This is an optimization exercise on Yosys and OpenROAD, whose aim is small area, a short achievable clock period and few clock cycles, not a production implementation.
In this exercise RTL edits were held to simulation tests only and were not proved equivalent to the original.

the baseline:
## spm_mul_bcd
module spm_mul_bcd(
    input  wire        clk,
    input  wire        rst,
    input  wire        start,
    input  wire [7:0]  mc,
    input  wire [7:0]  mp,
    output reg  [15:0] product,
    output wire [19:0] bcd,
    output reg         done
);
    wire [7:1] oa, ob;
    assign oa[1] = mc[0];
    assign oa[2] = mc[0] | mc[1];
    assign oa[3] = oa[2] | mc[2];
    assign oa[4] = oa[2] | (mc[2] | mc[3]);
    assign oa[5] = oa[4] | mc[4];
    assign oa[6] = oa[4] | (mc[4] | mc[5]);
    assign oa[7] = oa[4] | (mc[4] | mc[5] | mc[6]);
    assign ob[1] = mp[0];
    assign ob[2] = mp[0] | mp[1];
    assign ob[3] = ob[2] | mp[2];
    assign ob[4] = ob[2] | (mp[2] | mp[3]);
    assign ob[5] = ob[4] | mp[4];
    assign ob[6] = ob[4] | (mp[4] | mp[5]);
    assign ob[7] = ob[4] | (mp[4] | mp[5] | mp[6]);
    wire [7:0] am = {mc[7] & ~oa[7], mc[6:1] ^ ({6{mc[7]}} & oa[6:1]), mc[0]};
    wire [7:0] bm = {mp[7] & ~ob[7], mp[6:1] ^ ({6{mp[7]}} & ob[6:1]), mp[0]};
    wire [13:0] p77;
    mul7u mult(.a(am[6:0]), .b(bm[6:0]), .p(p77));
    wire [14:0] mul = {1'b0, p77} | ({15{am[7]}} & {bm, 7'b0}) | ({15{bm[7]}} & {1'b0, am[6:0], 7'b0});
    wire neg = (mc[7] ^ mp[7]) & (mc[7] | oa[7]) & (mp[7] | ob[7]);
    reg [14:0] mag;
    reg        sgn;
    always @(posedge clk)
        if (start) begin
            mag <= mul;
            sgn <= neg;
        end
    always @(posedge clk or posedge rst)
        if (rst)
            done <= 1'b0;
        else if (start)
            done <= 1'b1;
    reg below;
    integer k;
    always @* begin
        below = 1'b0;
        for (k = 0; k < 15; k = k + 1) begin
            product[k] = mag[k] ^ (sgn & below);
            below = below | mag[k];
        end
        product[15] = sgn;
    end
    BCD binary_bcd(.in(mag), .bcd(bcd));
endmodule
Size: roughly 17 flip-flops, ~56 I/O pins, roughly 0.0039 mm2 of cells after synthesis.
clock: 18.0 ns
lec_check: 0
abc_area: 1
cap_margin: 20
core_margin: 2
core_utilization: 70
cts_buf_list: sky130_fd_sc_hd__clkbuf_4
slew_margin: 20
standard.sh (not shown) runs the stock make flow with config.mk's settings and CLKGATE_MAP_FILE= SYNTH_SCRIPT=/design/flow/synth_recipe.tcl, a recipe that flattens the netlist after the stock synthesis.
==> flow/flow/run.sh <==
#!/bin/bash
# The standard layout with buf_1 port buffers and repair_timing aiming at
# a setup slack margin of 0 ns. standard.log holds the whole ORFS run.
export BUFFER_PORTS_ARGS="-buffer_cell sky130_fd_sc_hd__buf_1"
bash standard.sh > standard.log 2>&1
The baseline closes out successfully: all stages finished, all timing, DRC and antenna checks passed.
Testbench counts of the baseline, summed over its fixed seeds: cycles 3,200.
Setup changes, the baseline to the candidate
# the baseline
export LEC_CHECK = 0
export ABC_AREA = 1
export CAP_MARGIN = 20
export CORE_MARGIN = 2
export CORE_UTILIZATION = 70
export CTS_BUF_LIST = sky130_fd_sc_hd__clkbuf_4
export SLEW_MARGIN = 20
create_clock -name core_clock -period 18.0 [get_ports {clk}]
# the candidate
export LEC_CHECK = 0
export ABC_AREA = 1
export CAP_MARGIN = 20
export CORE_MARGIN = 2
export CORE_UTILIZATION = 70
export SLEW_MARGIN = 20
create_clock -name core_clock -period 18.0 [get_ports {clk}]
Results
Detailed route, the candidate vs the baseline: via total higher for the candidate. Relative to the baseline, the layout overhead on the synthesized area of the candidate is higher by 0.38 points. Reported for the baseline and the candidate, worst hold path stage count turned out identical to the last digit. The run showing the smaller detailed-route wire length is the baseline. The candidate: met1 usage in global routing is 0.22 points lower than what the baseline reported.

---

spm_mul_bcd, a different RTL version from the one above (not shown whole).
Size: about 590 cells after synthesis, about 56 I/O pins, about 4000 sq um of cells after synthesis.
Design spm_mul_bcd, start of the top module:
module spm_mul_bcd(
    input  wire        clk,
    input  wire        rst,
    input  wire        start,
    input  wire [7:0]  mc,
    input  wire [7:0]  mp,
    output reg  [15:0] product,
    output wire [19:0] bcd,
    output reg         done
);
==> flow/config.mk <==
export PLATFORM = sky130hd
export DESIGN_NAME = spm_mul_bcd
export DESIGN_NICKNAME = spm_mul_bcd
export VERILOG_FILES = /design/flow/design.v
export SDC_FILE = /design/flow/constraint.sdc
export NUM_CORES = 4
export LEC_CHECK = 0
export ABC_AREA = 1
export CAP_MARGIN = 20
export CORE_MARGIN = 2
export CORE_UTILIZATION = 40
export SLEW_MARGIN = 20
==> flow/constraint.sdc <==
create_clock -name core_clock -period 18.0 [get_ports {clk}]
set_input_delay 3.6000 -clock core_clock [delete_from_list [all_inputs] [get_ports {clk}]]
set_output_delay 3.6000 -clock core_clock [all_outputs]
set_load 0.01 [all_outputs]
==> flow/flow/run.sh <==
#!/bin/bash
# The standard layout with buf_1 port buffers and repair_timing aiming at
# a setup slack margin of 10 ns. standard.log holds the whole ORFS run.
export BUFFER_PORTS_ARGS="-buffer_cell sky130_fd_sc_hd__buf_1"
export SETUP_SLACK_MARGIN=10
bash standard.sh > standard.log 2>&1
The starting point completed without violations.
Testbench counts at the start, summed over its fixed seeds: cycles 3,200.
Edit:
==> flow/flow/run.sh (replaced) <==
#!/bin/bash
# The standard layout, except that the port buffers are buf_2 cells instead
# of the buffer buffer_ports picks by default. Each tool's output is logged
# in this folder (standard.log holds the whole ORFS make run).
export BUFFER_PORTS_ARGS="-buffer_cell sky130_fd_sc_hd__buf_2"
bash standard.sh > standard.log 2>&1
Result:
- non-clock buffer count decreases by 46
- die area is unchanged
- hold slack degrades by 9.2 ps
- utilization fell by 9.7 points
- design area came out lower by about 18%
- sequential share of layout area went up by 2.0 points
Edit:
==> flow/flow/run.sh (replaced) <==
#!/bin/bash
# The standard layout with buf_1 port buffers and repair_timing aiming at
# a setup slack margin of 9.7 ns. standard.log holds the whole ORFS run.
export BUFFER_PORTS_ARGS="-buffer_cell sky130_fd_sc_hd__buf_1"
export SETUP_SLACK_MARGIN=9.7
bash standard.sh > standard.log 2>&1
- CORE_UTILIZATION: 40 -> 70
First-iteration DRC count increases to 3.7 times its value.
Global-route usage increases by 13 points.
Final area increases by roughly a tenth.
Via count increases by a quarter to a third.
Flip-flop and latch count is unchanged.
Area after synthesis stays the same.
Cell count decreases by a few percent.
Clock skew does not change.
Edit:
==> flow/run.sh (new file) <==
#!/bin/bash
# synth_recipe.tcl (not shown) runs the flow's synth.tcl, then flattens the netlist and writes it again
# the make line also repeats each setting of config.mk as NAME=value (left out here)
make -C /OpenROAD-flow-scripts/flow DESIGN_CONFIG=/design/flow/config.mk WORK_HOME=/design/flow/orfs CLKGATE_MAP_FILE= SYNTH_SCRIPT=/design/flow/synth_recipe.tcl finish
- CORE_UTILIZATION: 70 -> 40
removed: flow/flow/run.sh
removed: flow/standard.sh
Outcome: Routed wire length came out lower by a quarter to a third. Worst hold slack degrades by 3.4 ps. Count of clock-buffer cells in the layout came out higher by 1. Synthesized cell count stays the same. Die area came out higher by well over a third. Synthesized area does not change. Setup slack degrades by 100 ps. Non-clock buffer count came out lower by 26. Final area came out lower by a few percent.
Edit:
==> flow/flow/run.sh (new file) <==
#!/bin/bash
# The standard layout with buf_1 port buffers and repair_timing aiming at
# a setup slack margin of 0 ns. standard.log holds the whole ORFS run.
export BUFFER_PORTS_ARGS="-buffer_cell sky130_fd_sc_hd__buf_1"
bash standard.sh > standard.log 2>&1
==> flow/standard.sh (new file) <==
#!/bin/bash
# synth_recipe.tcl (not shown) runs the flow's synth.tcl, then flattens the netlist and writes it again
# the make line also repeats each setting of config.mk as NAME=value (left out here)
make -C /OpenROAD-flow-scripts/flow DESIGN_CONFIG=/design/flow/config.mk WORK_HOME=/design/flow/orfs CLKGATE_MAP_FILE= SYNTH_SCRIPT=/design/flow/synth_recipe.tcl "${@:-finish}"
- CORE_UTILIZATION: 40 -> 70
removed: flow/run.sh
What happened:
- The new run completed without violations
- final cell count came out lower by 7.9%
- die area drops by 41%
- worst setup slack gets better by 410 ps
- critical path depth is unchanged
- routed wire length is higher by 1.6%
- clock skew is unchanged
- fmax is higher by 4.9%
- utilization rises by 29 points
- count of clock-buffer cells in the layout falls by 1
- synthesized cell count stays the same

==> afterwards: timing with drivers on the ports <==
How much do the figures lean on ideal ports? The routed layouts below were timed once more, with nothing changed but the port constraints. Step 1: set_driving_cell puts a clkbuf_16 on clk and a buf_2 on each other input, an assumption about the parent block. Step 2 moves the port delays by t, midway between the first and last clock arrival at a register: inputs arrive t later, outputs are due t later. That takes back most of the time a late clock gives input paths. Three values: ideal, step 1, step 2; two values: the first two.
run	t, ns	setup WS [ns]	worst hold slack (ns)	pins driven straight from the clock port
the baseline	0.333	9.784 / 9.789 / 9.456	0.482 / 0.482 / 0.482	1
the candidate	0.288	9.740 / 9.748 / 9.459	0.474 / 0.474 / 0.474	1
the first run of note 2	0.282	9.927 / 9.897 / 9.669	0.470 / 0.470 / 0.470	1
the second run of note 2	0.274	9.623 / 9.630 / 9.356	0.461 / 0.461 / 0.461	1
the third run of note 2	0.281	9.293 / 9.265 / 9.398	0.472 / 0.472 / 0.472	1
the fourth run of note 2	0.278	9.193 / 9.201 / 8.923	0.469 / 0.469 / 0.469	1
the fifth run of note 2	0.281	9.601 / 9.606 / 9.325	0.472 / 0.472 / 0.472	1
After both steps setup and hold are still met in every run listed. For the baseline, which loses most, drivers alone change the setup slack by +0.005 ns; drivers and shift together by -0.328 ns.
